This design comes from an exercise in tuning for small area on the open sky130 flow, not from production work. RTL that was checked went through simulation tests only; none was proved equivalent to the original. The clock input has no modelled driver; a real chip could not lean on it and would need a root buffer or a full tree. Power figures rest on the tool's default switching activity, not on a simulated workload.

==> module top_module_UART, before the edit <==
module top_module_UART (
    input  logic        clk_10MHz,
    input  logic        rst,
    input  logic        wr_pi,
    input  logic        reg_sel_pi,
    input  logic        addr_pi,
    input  logic [31:0] input_pi,
    output logic [31:0] output_po,
    input  logic        rx,
    output logic        tx
);
    localparam int TXT = 1041;   
    localparam int RXT = 65;     
    localparam logic [10:0] T_TERM = 11'b00000000101;   
    localparam logic [6:0]  R_TERM = 7'b0001110;        
    localparam logic [10:0] T_POL  = 11'b01010101010;
    localparam logic [6:0]  R_POL  = 7'b0101010;
    logic [10:0] tq;     
    logic [6:0]  rq;
    logic [10:0] ts_l;
    logic [6:0]  rs_l;
    logic        ttick, rtick;
    assign ts_l  = tq ^ T_POL;
    assign rs_l  = rq ^ R_POL;
    assign ttick = (ts_l == T_TERM);
    assign rtick = (rs_l == R_TERM);
    logic tload, rload;
    assign tload = ~rst | ttick;
    assign rload = ~rst | rtick;
    always_ff @(posedge clk_10MHz) begin
        for (int i = 1; i < 10; i++) tq[i] <= (tload | ts_l[i-1]) ^ T_POL[i];
        tq[10] <= rst & (ttick | ts_l[9]);
        tq[0]  <= (tload | (ts_l[10] ^ ts_l[8])) ^ T_POL[0];
    end
    always_ff @(posedge clk_10MHz) begin
        for (int i = 1; i < 6; i++) rq[i] <= (rload | rs_l[i-1]) ^ R_POL[i];
        rq[6] <= rst & (rtick | rs_l[5]);
        rq[0] <= (rload | (rs_l[6] ^ rs_l[5])) ^ R_POL[0];
    end
    logic [4:0] ts;
    logic [7:0] tbuf;
    logic       sclr;
    assign sclr = (ts[4:3] == 2'b00) & ~ts_l[1];
    always_ff @(posedge clk_10MHz) begin
        if (!rst) ts <= 5'b01000;
        else if (ts[4]) begin
            if (ttick) ts <= ts + 5'd1;
        end else if (!ts[3]) begin
            if (sclr) ts <= 5'b01000;
        end else if (ttick && ts[2:0] == 3'b110) begin
            ts <= 5'b10110;
        end else begin
            ts[2] <= ts[2] | ttick;
            ts[1] <= ts[1] | ts[0];
            ts[0] <= ~ts[1] & (ts[0] | ctrl0);
        end
    end
    always_ff @(posedge clk_10MHz) begin
        if (ts[4:3] == 2'b01 && ts[1:0] == 2'b01) tbuf <= dr0;
    end
    always_comb begin
        if (ts[4:3] == 2'b11) tx = tbuf[ts[2:0]];
        else                  tx = (ts != 5'b10111);
    end
    localparam logic [1:0] R_IDLE = 2'd0, R_START = 2'd1, R_DATA = 2'd2, R_STOP = 2'd3;
    logic [1:0] rst_s;
    logic [3:0] dur;
    logic [7:0] rsh;
    logic       bend, ld1, rxset;
    assign bend  = rtick & (dur == 4'd15);
    assign ld1   = (rst_s == R_IDLE) & (dur == 4'd1);
    assign rxset = (rst_s == R_IDLE) & (dur == 4'd2);
    always_ff @(posedge clk_10MHz) begin
        if (!rst) rst_s <= R_IDLE;
        else case (rst_s)
            R_IDLE:  if (rtick && !rx) rst_s <= R_START;
            R_START: if (rtick && rx) rst_s <= R_IDLE;
                     else if (bend) rst_s <= R_DATA;
            R_DATA:  if (bend && rsh[0]) rst_s <= R_STOP;
            default: if (bend) rst_s <= R_IDLE;
        endcase
    end
    always_ff @(posedge clk_10MHz) begin
        if (!rst || (rst_s == R_START && rtick && rx)) dur <= 4'd8;
        else if (rst_s == R_IDLE ? dur != 4'd8 : rtick) dur <= dur + 4'd1;
    end
    always_ff @(posedge clk_10MHz) begin
        if (rst_s == R_START && bend)     rsh <= 8'h80;
        else if (rst_s == R_DATA && bend) rsh <= {rx, rsh[7:1]};
    end
    logic [31:0] nctrl;
    logic [7:0]  ndr0, ndr1, dr0;
    logic        ctrl0;
    logic        gc, hc, g0, h0, g1, h1;
    assign ctrl0 = ~nctrl[0];
    assign dr0   = ~ndr0;
    assign gc = rst & wr_pi & ~reg_sel_pi;
    assign hc = rst & ~(wr_pi & ~reg_sel_pi);
    assign g0 = rst & wr_pi & reg_sel_pi;
    assign h0 = rst & ~(wr_pi & reg_sel_pi);
    assign g1 = rst & ld1;
    assign h1 = rst & ~ld1;
    always_ff @(posedge clk_10MHz) begin
        nctrl[31:2] <= ~((gc ? input_pi[31:2] : 30'd0) | (hc ? ~nctrl[31:2] : 30'd0));
        ndr0 <= ~((g0 ? input_pi[7:0] : 8'd0) | (h0 ? ~ndr0 : 8'd0));
        ndr1 <= ~((g1 ? rsh : 8'd0) | (h1 ? ~ndr1 : 8'd0));
    end
    always_ff @(posedge clk_10MHz) begin
        if (!rst) nctrl[1:0] <= 2'b11;
        else if (wr_pi && !reg_sel_pi) nctrl[1:0] <= ~input_pi[1:0];
        else if (sclr) nctrl[0] <= 1'b1;
        else if (rxset) nctrl[1] <= 1'b0;
    end
    logic sc, s0, s1;
    assign sc = ~reg_sel_pi;
    assign s0 = reg_sel_pi & ~addr_pi;
    assign s1 = reg_sel_pi & addr_pi;
    assign output_po[31:8] = ~(nctrl[31:8] | {24{reg_sel_pi}});
    assign output_po[7:0]  = ~(({8{sc}} & nctrl[7:0]) | ({8{s0}} & ndr0) | ({8{s1}} & ndr1));
endmodule
==> flow/config.mk <==
export PLATFORM = sky130hd
export DESIGN_NAME = top_module_UART
export DESIGN_NICKNAME = top_module_UART
export VERILOG_FILES = /design/flow/design.v
export SDC_FILE = /design/flow/constraint.sdc
export NUM_CORES = 4
export LEC_CHECK = 0
export CAP_MARGIN = 20
export CORE_MARGIN = 2
export CORE_UTILIZATION = 70
export PLACE_DENSITY = 0.75
export SLEW_MARGIN = 20
==> flow/constraint.sdc <==
create_clock -name core_clock -period 20.0 [get_ports {clk_10MHz}]
set_input_delay 4.0000 -clock core_clock [delete_from_list [all_inputs] [get_ports {clk_10MHz}]]
set_output_delay 4.0000 -clock core_clock [all_outputs]
set_load 0.01 [all_outputs]
standard.sh (not shown) runs the stock make flow with config.mk's settings and CLKGATE_MAP_FILE= SYNTH_SCRIPT=/design/flow/synth_recipe.tcl, a recipe that flattens the netlist after the stock synthesis.
==> flow/flow/run.sh <==
#!/bin/bash
# The standard ORFS layout with three changes: the technology mapping of the
# combinational logic is chosen for area by flow/abc_pick.tcl (several ABC
# scripts, flow/abc/*.abc, are tried and the smallest mapping is kept; the
# rest of the synthesis, flip-flop mapping included, is synth_recipe.tcl
# unchanged, except that adders are not mapped to adder cells first), the
# port buffers are buf_1, and the clock tree is built by flow/cts_pre.tcl: a
# few clock buffers, each driving a group of neighbouring flip-flops.
set -euo pipefail
HERE=$(pwd)
{
  head -n 1 synth_recipe.tcl
  echo "source $HERE/flow/abc_pick.tcl"
  tail -n +2 synth_recipe.tcl
} > flow_synth.tcl
export BUFFER_PORTS_ARGS="-buffer_cell sky130_fd_sc_hd__buf_1"
export PRE_CTS_TCL=$HERE/flow/cts_pre.tcl
bash standard.sh SYNTH_SCRIPT=$HERE/flow_synth.tcl ADDER_MAP_FILE= finish > standard_make.log 2>&1
Other scripts of this flow, unchanged in this note and not shown: flow/flow/abc/a0.abc, flow/flow/abc/ds0.abc, flow/flow/abc/ds1.abc, flow/flow/abc/ds2.abc, flow/flow/abc/ds3.abc, flow/flow/abc/ds4.abc, flow/flow/abc/ds5.abc, flow/flow/abc_pick.tcl, flow/flow/cts_pre.tcl
Then changed:
--- a/flow/design.v
+++ b/flow/design.v
@@ -71,31 +71,33 @@
     end
     always_comb begin
         if (ts[4:3] == 2'b11) tx = tbuf[ts[2:0]];
         else                  tx = (ts != 5'b10111);
     end
-    localparam logic [1:0] R_IDLE = 2'd0, R_START = 2'd1, R_DATA = 2'd2, R_STOP = 2'd3;
-    logic [1:0] rst_s;
+    localparam logic [2:0] R_IDLE = 3'd0, R_START = 3'd1, R_DATA = 3'd2,
+                           R_STOP = 3'd3, R_DONE = 3'd4;
+    logic [2:0] rst_s;
     logic [3:0] dur;
     logic [7:0] rsh;
     logic       bend, ld1, rxset;
     assign bend  = rtick & (dur == 4'd15);
-    assign ld1   = (rst_s == R_IDLE) & (dur == 4'd1);
-    assign rxset = (rst_s == R_IDLE) & (dur == 4'd2);
+    assign ld1   = (rst_s == R_DONE) & rs_l[1] & ~rs_l[0];
+    assign rxset = (rst_s == R_DONE) & ~rs_l[1];
     always_ff @(posedge clk_10MHz) begin
         if (!rst) rst_s <= R_IDLE;
         else case (rst_s)
             R_IDLE:  if (rtick && !rx) rst_s <= R_START;
             R_START: if (rtick && rx) rst_s <= R_IDLE;
                      else if (bend) rst_s <= R_DATA;
             R_DATA:  if (bend && rsh[0]) rst_s <= R_STOP;
-            default: if (bend) rst_s <= R_IDLE;
+            R_STOP:  if (bend) rst_s <= R_DONE;
+            default: if (~rs_l[1]) rst_s <= R_IDLE;
         endcase
     end
     always_ff @(posedge clk_10MHz) begin
-        if (!rst || (rst_s == R_START && rtick && rx)) dur <= 4'd8;
-        else if (rst_s == R_IDLE ? dur != 4'd8 : rtick) dur <= dur + 4'd1;
+        if (rst_s == R_IDLE) dur <= 4'd8;
+        else if (rtick)      dur <= dur + 4'd1;
     end
     always_ff @(posedge clk_10MHz) begin
         if (rst_s == R_START && bend)     rsh <= 8'h80;
         else if (rst_s == R_DATA && bend) rsh <= {rx, rsh[7:1]};
     end
=>
- The new run passed the timing, design-rule and antenna checks
- routed wire length climbs by a few percent
- via count rises by a few percent
- critical path depth stays the same
- synthesized cell count is lower slightly
- flip-flop and latch count grows by 1
- worst setup slack improved by 0.090 ns
- sequential share of layout area is lower by 0.46 points
- register-to-register slack is worse by 0.22 ns
- cell area came out higher slightly
- cell count does not change
- global-route usage grows by 0.40 points
Function not checked in the second run of this note: the RTL went through the layout flow alone. No run of this note takes its clock network from TritonCTS; it comes from the design's own scripts or RTL.

========
top_module_UART, a different RTL version from the one above (not shown whole).
Size: roughly 340 cells after synthesis, roughly 93 flip-flops, roughly 71 I/O pins, roughly 3200 um2 of cells after synthesis.
// top_module_UART
module top_module_UART (
    input  logic        clk_10MHz,
    input  logic        rst,
    input  logic        wr_pi,
    input  logic        reg_sel_pi,
    input  logic        addr_pi,
    input  logic [31:0] input_pi,
    output logic [31:0] output_po,
    input  logic        rx,
    output logic        tx
);
    logic [31:0] nctrl;
    logic [7:0]  ndr0, ndr1;
    logic        ctrl0;
    localparam int TXT = 1041;   
    localparam int RXT = 65;     
    localparam logic [10:0] T_TERM = 11'b00000000101;   
    localparam logic [6:0]  R_TERM = 7'b0001110;        
    localparam logic [10:0] T_POL  = 11'b01010101010;
    localparam logic [6:0]  R_POL  = 7'b0101010;
    logic [10:0] tq;     
    logic [6:0]  rq;
    logic [10:0] ts_l;
    logic [6:0]  rs_l;
    logic        ttick, rtick;
    assign ts_l  = tq ^ T_POL;
    assign rs_l  = rq ^ R_POL;
    assign ttick = (ts_l == T_TERM);
    assign rtick = (rs_l == R_TERM);
    logic tload, rload;
    assign tload = ~rst | ttick;
    assign rload = ~rst | rtick;
    always_ff @(posedge clk_10MHz) begin
        for (int i = 1; i < 10; i++) tq[i] <= (tload | ts_l[i-1]) ^ T_POL[i];
        tq[10] <= rst & (ttick | ts_l[9]);
        tq[0]  <= (tload | (ts_l[10] ^ ts_l[8])) ^ T_POL[0];
    end
    always_ff @(posedge clk_10MHz) begin
        for (int i = 1; i < 6; i++) rq[i] <= (rload | rs_l[i-1]) ^ R_POL[i];
        rq[6] <= rst & (rtick | rs_l[5]);
        rq[0] <= (rload | (rs_l[6] ^ rs_l[5])) ^ R_POL[0];
    end
    logic [4:0] ts;
    logic [7:0] ntbuf;   
    logic       sclr;
    assign sclr = (ts[4:3] == 2'b00) & ~ts_l[1];
    always_ff @(posedge clk_10MHz) begin
        if (!rst) ts <= 5'b01000;
        else if (ts[4]) begin
            if (ttick) ts <= ts + 5'd1;
        end else if (!ts[3]) begin
            if (sclr) ts <= 5'b01000;
        end else if (ttick && ts[2:0] == 3'b110) begin
            ts <= 5'b10110;
        end else begin
            ts[2] <= ts[2] | ttick;
            ts[1] <= ts[1] | ts[0];
            ts[0] <= ~ts[1] & (ts[0] | ctrl0);
        end
    end
    always_ff @(posedge clk_10MHz) begin
        if (ts[4:3] == 2'b01 && ts[1:0] == 2'b01) ntbuf <= ndr0;
    end
    always_comb begin
        if (ts[4:3] == 2'b11) tx = ~ntbuf[ts[2:0]];
        else                  tx = (ts != 5'b10111);
  ...
==> module top_module_UART, before the edit <==
module top_module_UART (
    input  logic        clk_10MHz,
    input  logic        rst,
    input  logic        wr_pi,
    input  logic        reg_sel_pi,
    input  logic        addr_pi,
    input  logic [31:0] input_pi,
    output logic [31:0] output_po,
    input  logic        rx,
    output logic        tx
);
    logic [31:0] nctrl;
    logic [7:0]  ndr0, ndr1;
    logic        ctrl0;
    localparam int TXT = 1041;   
    localparam int RXT = 65;     
    localparam logic [10:0] T_TERM = 11'b00000000101;   
    localparam logic [6:0]  R_TERM = 7'b0001110;        
    localparam logic [10:0] T_POL  = 11'b01010101010;
    localparam logic [6:0]  R_POL  = 7'b0101010;
    logic [10:0] tq;     
    logic [6:0]  rq;
    logic [10:0] ts_l;
    logic [6:0]  rs_l;
    logic        ttick, rtick;
    assign ts_l  = tq ^ T_POL;
    assign rs_l  = rq ^ R_POL;
    assign ttick = (ts_l == T_TERM);
    assign rtick = (rs_l == R_TERM);
    logic tload, rload;
    assign tload = ~rst | ttick;
    assign rload = ~rst | rtick;
    always_ff @(posedge clk_10MHz) begin
        for (int i = 1; i < 10; i++) tq[i] <= (tload | ts_l[i-1]) ^ T_POL[i];
        tq[10] <= rst & (ttick | ts_l[9]);
        tq[0]  <= (tload | (ts_l[10] ^ ts_l[8])) ^ T_POL[0];
    end
    always_ff @(posedge clk_10MHz) begin
        for (int i = 1; i < 6; i++) rq[i] <= (rload | rs_l[i-1]) ^ R_POL[i];
        rq[6] <= rst & (rtick | rs_l[5]);
        rq[0] <= (rload | (rs_l[6] ^ rs_l[5])) ^ R_POL[0];
    end
    logic [4:0] ts;
    logic [7:0] ntbuf;   
    logic       sclr;
    assign sclr = (ts[4:3] == 2'b00) & ~ts_l[1];
    always_ff @(posedge clk_10MHz) begin
        if (!rst) ts <= 5'b01000;
        else if (ts[4]) begin
            if (ttick) ts <= ts + 5'd1;
        end else if (!ts[3]) begin
            if (sclr) ts <= 5'b01000;
        end else if (ttick && ts[2:0] == 3'b110) begin
            ts <= 5'b10110;
        end else begin
            ts[2] <= ts[2] | ttick;
            ts[1] <= ts[1] | ts[0];
            ts[0] <= ~ts[1] & (ts[0] | ctrl0);
        end
    end
    always_ff @(posedge clk_10MHz) begin
        if (ts[4:3] == 2'b01 && ts[1:0] == 2'b01) ntbuf <= ndr0;
    end
    always_comb begin
        if (ts[4:3] == 2'b11) tx = ~ntbuf[ts[2:0]];
        else                  tx = (ts != 5'b10111);
    end
    localparam logic [1:0] R_IDLE = 2'd0, R_START = 2'd1, R_DATA = 2'd2, R_STOP = 2'd3;
    logic [1:0] rst_s;
    logic [3:0] dur;
    logic [7:0] nrsh;    
    logic       bend, ld1, rxset;
    assign bend  = rtick & (dur == 4'd15);
    assign ld1   = (rst_s == R_IDLE) & (dur == 4'd1);
    assign rxset = (rst_s == R_IDLE) & (dur == 4'd2);
    always_ff @(posedge clk_10MHz) begin
        if (!rst) rst_s <= R_IDLE;
        else case (rst_s)
            R_IDLE:  if (rtick && !rx) rst_s <= R_START;
            R_START: if (rtick && rx) rst_s <= R_IDLE;
                     else if (bend) rst_s <= R_DATA;
            R_DATA:  if (bend && !nrsh[0]) rst_s <= R_STOP;
            default: if (bend) rst_s <= R_IDLE;
        endcase
    end
    always_ff @(posedge clk_10MHz) begin
        if (!rst || (rst_s == R_START && rtick && rx)) dur <= 4'd8;
        else if (rst_s == R_IDLE ? dur != 4'd8 : rtick) dur <= dur + 4'd1;
    end
    always_ff @(posedge clk_10MHz) begin
        if (rst_s == R_START && bend)     nrsh <= 8'h7f;
        else if (rst_s == R_DATA && bend) nrsh <= {~rx, nrsh[7:1]};
    end
    logic        gc, hc, g0, h0, g1, h1;
    assign ctrl0 = ~nctrl[0];
    assign gc = rst & wr_pi & ~reg_sel_pi;
    assign hc = rst & ~(wr_pi & ~reg_sel_pi);
    assign g0 = rst & wr_pi & reg_sel_pi;
    assign h0 = rst & ~(wr_pi & reg_sel_pi);
    assign g1 = rst & ld1;
    assign h1 = rst & ~ld1;
    always_ff @(posedge clk_10MHz) begin
        nctrl[31:2] <= ~((gc ? input_pi[31:2] : 30'd0) | (hc ? ~nctrl[31:2] : 30'd0));
        ndr0 <= ~((g0 ? input_pi[7:0] : 8'd0) | (h0 ? ~ndr0 : 8'd0));
        ndr1 <= ~((g1 ? ~nrsh : 8'd0) | (h1 ? ~ndr1 : 8'd0));
    end
    always_ff @(posedge clk_10MHz) begin
        if (!rst) nctrl[1:0] <= 2'b11;
        else if (wr_pi && !reg_sel_pi) nctrl[1:0] <= ~input_pi[1:0];
        else if (sclr) nctrl[0] <= 1'b1;
        else if (rxset) nctrl[1] <= 1'b0;
    end
    logic sc, s0, s1;
    assign sc = ~reg_sel_pi;
    assign s0 = reg_sel_pi & ~addr_pi;
    assign s1 = reg_sel_pi & addr_pi;
    assign output_po[31:8] = ~(nctrl[31:8] | {24{reg_sel_pi}});
    assign output_po[7:0]  = ~(({8{sc}} & nctrl[7:0]) | ({8{s0}} & ndr0) | ({8{s1}} & ndr1));
endmodule
clock: 20.0 ns
lec_check: 0
cap_margin: 20
core_margin: 2
core_utilization: 70
place_density: 0.75
slew_margin: 20
Scripts as last shown in full above: flow/flow/run.sh
Other scripts of this flow, unchanged in this note and not shown: flow/flow/abc/a0.abc, flow/flow/abc/ds0.abc, flow/flow/abc/ds1.abc, flow/flow/abc/ds2.abc, flow/flow/abc/ds3.abc, flow/flow/abc/ds4.abc, flow/flow/abc/ds5.abc, flow/flow/abc_pick.tcl, flow/flow/cts_pre.tcl
The starting point produced a clean layout.
==> next run, changes <==
--- a/flow/design.v
+++ b/flow/design.v
@@ -78,9 +78,9 @@
     end
     localparam logic [1:0] R_IDLE = 2'd0, R_START = 2'd1, R_DATA = 2'd2, R_STOP = 2'd3;
     logic [1:0] rst_s;
     logic [3:0] dur;
-    logic [7:0] nrsh;    
+    logic [7:0] rsh;
     logic       bend, ld1, rxset;
     assign bend  = rtick & (dur == 4'd15);
     assign ld1   = (rst_s == R_IDLE) & (dur == 4'd1);
     assign rxset = (rst_s == R_IDLE) & (dur == 4'd2);
@@ -89,19 +89,19 @@
         else case (rst_s)
             R_IDLE:  if (rtick && !rx) rst_s <= R_START;
             R_START: if (rtick && rx) rst_s <= R_IDLE;
                      else if (bend) rst_s <= R_DATA;
-            R_DATA:  if (bend && !nrsh[0]) rst_s <= R_STOP;
+            R_DATA:  if (bend && rsh[0]) rst_s <= R_STOP;
             default: if (bend) rst_s <= R_IDLE;
         endcase
     end
     always_ff @(posedge clk_10MHz) begin
         if (!rst || (rst_s == R_START && rtick && rx)) dur <= 4'd8;
         else if (rst_s == R_IDLE ? dur != 4'd8 : rtick) dur <= dur + 4'd1;
     end
     always_ff @(posedge clk_10MHz) begin
-        if (rst_s == R_START && bend)     nrsh <= 8'h7f;
-        else if (rst_s == R_DATA && bend) nrsh <= {~rx, nrsh[7:1]};
+        if (rst_s == R_START && bend)     rsh <= 8'h80;
+        else if (rst_s == R_DATA && bend) rsh <= {rx, rsh[7:1]};
     end
     logic        gc, hc, g0, h0, g1, h1;
     assign ctrl0 = ~nctrl[0];
     assign gc = rst & wr_pi & ~reg_sel_pi;
@@ -112,9 +112,9 @@
     assign h1 = rst & ~ld1;
     always_ff @(posedge clk_10MHz) begin
         nctrl[31:2] <= ~((gc ? input_pi[31:2] : 30'd0) | (hc ? ~nctrl[31:2] : 30'd0));
         ndr0 <= ~((g0 ? input_pi[7:0] : 8'd0) | (h0 ? ~ndr0 : 8'd0));
-        ndr1 <= ~((g1 ? ~nrsh : 8'd0) | (h1 ? ~ndr1 : 8'd0));
+        ndr1 <= ~((g1 ? rsh : 8'd0) | (h1 ? ~ndr1 : 8'd0));
     end
     always_ff @(posedge clk_10MHz) begin
         if (!rst) nctrl[1:0] <= 2'b11;
         else if (wr_pi && !reg_sel_pi) nctrl[1:0] <= ~input_pi[1:0];
Cell area came out higher by about 0.34%; die area stays flat; sequential cell count does not change; worst setup slack degrades by 0.14 ns; combinational power goes down by 11%.
In every run of this note, the design's own scripts or RTL, not TritonCTS, make the clock network.

==> re-timing with driven ports <==
How much do the figures lean on ideal ports? The routed layouts below were timed once more, with nothing changed but the port constraints. Step 1 sets driving cells, clkbuf_16 on the clock port and buf_2 on the other inputs (assumed; they add their load-dependent delay and slew). Step 2 moves the port delays by t, midway between the first and last clock arrival at a register: inputs arrive t later, outputs are due t later. That takes back most of the time a late clock gives input paths. Three values: no drivers, after step 1, after step 2; two values: the first two.
| run | shift t [ns] | slack for setup (ns) | clock arrival spread, ns | cell pins on the clock port's net |
|---|---|---|---|---|
| the first run of note 1 | 0.225 | 10.342 / 10.320 / 10.320 | 0.007 / 0.007 | 3 |
| the second run of note 1 | 0.225 | 10.433 / 10.406 / 10.406 | 0.007 / 0.007 | 4 |
| the first run of note 2 | 0.225 | 10.472 / 10.450 / 10.450 | 0.009 / 0.010 | 3 |
| the second run of note 2 | 0.228 | 10.328 / 10.299 / 10.299 | 0.007 / 0.006 | 3 |
After both steps every run listed still meets setup and hold. The setup slack of the second run of note 2, which loses most, moves by -0.029 ns with the drivers and by -0.029 ns with both steps.
